This is an optimization exercise on Yosys and OpenROAD, whose aim is small area, not a production implementation. The RTL was checked by simulation tests, not by an equivalence proof against the original design. Power figures rest on the tool's default switching activity, not on a simulated workload.

## top
module top(
	input clk, push_0, push_1, rst,
	input [3:0] key_pad_row,
	output [2:0] key_pad_col,
	output [7:0] seg_data, seg_com, lcd_data,
	output [9:0] dot_col,
	output [13:0] dot_row,
	output [3:0] step_motor,
	output [15:0] led,
	output W1_piezo,
	output lcd_rs, lcd_rw, lcd_en
);
	wire tick_100k, tick_1k, tick_step;
	wire started, par;
	wire [11:0] key, key_rise;
	wire step_phase;
	clk_div u1(.clk(clk), .reset(rst), .tick_100k(tick_100k), .tick_1k(tick_1k),
		.clk_1k(lcd_en));
	assign tick_step = tick_1k & step_phase;
	key_pad u7(.clk(clk), .en(tick_1k), .reset(rst), .key_pad_row(key_pad_row),
		.key_pad_col(key_pad_col), .started(started), .key(key), .key_rise(key_rise));
	segment_clock u2(.clk(clk), .en_1k(tick_1k), .reset(rst), .started(started),
		.key(key[0]), .key_1(key_rise[1]), .key_2(key_rise[4]), .key_3(key_rise[7]),
		.key_4(key_rise[10]), .par(par), .led(led), .seg_data(seg_data), .seg_com(seg_com));
	dot_matrix u3(.clk(clk), .en(tick_1k), .reset(rst), .started(started), .par(par),
		.step_phase(step_phase), .dot_row(dot_row), .dot_col(dot_col));
	step_motor u4(.clk(clk), .en(tick_step), .reset(rst), .step_motor(step_motor));
	text_lcd u5(.clk(clk), .en(tick_1k), .reset(rst), .started(started),
  ...
For scale: ~83 I/O pins.
clock: 40.0 ns
lec_check: 0
abc_area: 1
cap_margin: 20
core_margin: 2
core_utilization: 70
slew_margin: 20
standard.sh (not shown) runs the stock make flow with config.mk's settings and CLKGATE_MAP_FILE= SYNTH_SCRIPT=/design/flow/synth_recipe.tcl, a recipe that flattens the netlist after the stock synthesis.
==> flow/flow/run.sh <==
#!/bin/bash
# Layout flow: the standard synthesis, then the combinational logic of
# the synthesised netlist is mapped again by ABC for area with several
# scripts (the registers, their names and cell types are kept); each result
# is checked equivalent to the standard netlist by SAT, the smallest is
# kept, and the standard layout runs on it with the settings of
# flow/layout.env (port buffer cell, clock tree options).
set -uo pipefail
W=$(pwd)
R=$W/orfs/results/$FLOW_PLATFORM/top/base
LIB=$FLOW_HOME/platforms/$FLOW_PLATFORM/lib/sky130_fd_sc_hd__tt_025C_1v80.lib
PCFG=$FLOW_HOME/platforms/$FLOW_PLATFORM/config.mk

bash standard.sh synth > $W/synth.log 2>&1 || exit 1
cp $R/1_2_yosys.v $W/std_synth.v

DU=$(sed -n '/DONT_USE_CELLS/,/^$/p' $PCFG | grep -o 'sky130_fd_sc_hd__[a-z0-9_]*' | sed 's/^/-dont_use /' | tr '\n' ' ')
SEQL=$(grep -o "sky130_fd_sc_hd__\(df\|edf\|sdf\|dl[rx]\)[a-z0-9_]*" $W/std_synth.v | sort -u)
SEQ=$(echo $SEQL | tr '\n' ' ')
SEL=$(for s in $SEQL; do echo -n "t:$s "; done)
regs() { grep -o "sky130_fd_sc_hd__\(df\|edf\|sdf\|dl[rx]\)[a-z0-9_]* [^ ]*" $1 | sort | md5sum; }
R0=$(regs $W/std_synth.v)

one() {
  i=$1; S=$2; C=$W/resynth_$i.v
  yosys -p "read_liberty -ignore_miss_func $LIB; blackbox $SEQ; read_verilog $W/std_synth.v; hierarchy -top top; flatten; rename -hide w:_*; opt_clean -purge; abc -liberty $LIB $DU -script +$(echo "$S" | sed 's/ /,/g'); opt_clean -purge; hilomap -singleton -hicell sky130_fd_sc_hd__conb_1 HI -locell sky130_fd_sc_hd__conb_1 LO; insbuf -buf sky130_fd_sc_hd__buf_1 A X; splitnets; opt_clean -purge; hierarchy -top top; select -assert-none t:\$lut; stat -liberty $LIB; write_verilog -noattr -nohex -nodec $C" > $W/resynth_$i.log 2>&1 || { echo "script $i [$S]: failed" > $W/res_$i.txt; return; }
  a=$(grep "Chip area" $W/resynth_$i.log | tail -1 | awk '{print $NF}')
  yosys -p "read_liberty -ignore_miss_func $LIB; blackbox $SEQ; read_verilog $W/std_synth.v; rename top gold; read_verilog $C; rename top gate; hierarchy; flatten gold gate; opt_clean -purge; expose -cut -evert $SEL; miter -equiv -flatten -make_assert gold gate miter; hierarchy -top miter; sat -verify -prove-asserts miter" > $W/equiv_$i.log 2>&1
  ok=$?
  same=no; [ "$(regs $C)" == "$R0" ] && same=yes
  echo "script $i [$S]: area $a equiv_exit $ok regs_same $same" > $W/res_$i.txt
}

i=0; pids=()
while read -r S; do
  [ -z "$S" ] && continue
  i=$((i+1))
  one $i "$S" &
  pids+=($!)
  if [ ${#pids[@]} -ge ${NUM_CORES:-4} ]; then wait ${pids[0]}; pids=("${pids[@]:1}"); fi
done < $W/flow/abc_scripts.txt
wait

best=$W/std_synth.v
best_area=$(yosys -p "read_liberty -lib $LIB; read_verilog $W/std_synth.v; hierarchy -top top; stat -liberty $LIB" 2>&1 | grep "Chip area" | awk '{print $NF}')
echo "standard: $best_area" > $W/resynth_summary.txt
for f in $(ls $W/res_*.txt | sort -V); do
  cat $f >> $W/resynth_summary.txt
  j=$(basename $f .txt | cut -d_ -f2)
  read a ok same < <(sed -n 's/.*area \([0-9.]*\) equiv_exit \([0-9]*\) regs_same \([a-z]*\).*/\1 \2 \3/p' $f)
  [ -z "${a:-}" ] && continue
  if [ "$ok" == "0" ] && [ "$same" == "yes" ] && awk "BEGIN{exit !($a < $best_area)}"; then
    best=$W/resynth_$j.v; best_area=$a
  fi
done
echo "chosen: $best $best_area" >> $W/resynth_summary.txt

cp $best $R/1_2_yosys.v
touch $R/1_2_yosys.v
set -a; source $W/flow/layout.env; set +a
bash standard.sh finish > $W/layout.log 2>&1
Other scripts of this flow, unchanged in this note and not shown: flow/flow/abc_scripts.txt, flow/flow/layout.env
The starting point ran to the end with no violations.
==> next run, changes <==
--- a/flow/config.mk
+++ b/flow/config.mk
@@ -10,3 +10,3 @@
 export CORE_MARGIN = 2
-export CORE_UTILIZATION = 70
+export CORE_UTILIZATION = 40
 export SLEW_MARGIN = 20
The changed run went through all stages and came out clean.
Register-to-register slack gains 0.02 ns.
Final cell count came out higher by 6.6%.
Global-route usage came out lower by 13 points.
==> next run, changes <==
--- a/flow/config.mk
+++ b/flow/config.mk
@@ -8,5 +8,5 @@
 export ABC_AREA = 1
-export CAP_MARGIN = 20
+export CAP_MARGIN = 0
 export CORE_MARGIN = 2
 export CORE_UTILIZATION = 40
-export SLEW_MARGIN = 20
+export SLEW_MARGIN = 0
Result: Clock power stays flat; via count hardly moves; setup slack is unchanged.

-- what the ideal ports hide --
No port has a modelled driver above. Below, the same layouts with a new extraction and two added sets of constraints. Step 1: set_driving_cell puts a clkbuf_16 on clk and a buf_2 on each other input, an assumption about the parent block. Step 2, shift: input delay + t, output delay - t, t = (earliest + latest rising clock arrival at the registers) / 2. This alone moves slack from input paths to output paths. Three values: no drivers, after step 1, after step 2; two values: the first two.
run | t, ns | slack for setup (ns) | hold slack, ns | worst setup path at the end | slew at the worst register clock pin (ns)
the first run | 0.383 | 29.538 / 29.504 / 29.887 | 0.378 / 0.378 / 0.378 | register to output | 0.10 / 0.10
the second run | 0.383 | 29.602 / 29.569 / 29.952 | 0.372 / 0.372 / 0.372 | register to output | 0.11 / 0.11
the third run | 0.384 | 29.602 / 29.569 / 29.952 | 0.372 / 0.372 / 0.372 | register to output | 0.11 / 0.11
After both steps setup and hold are still met in every run listed.
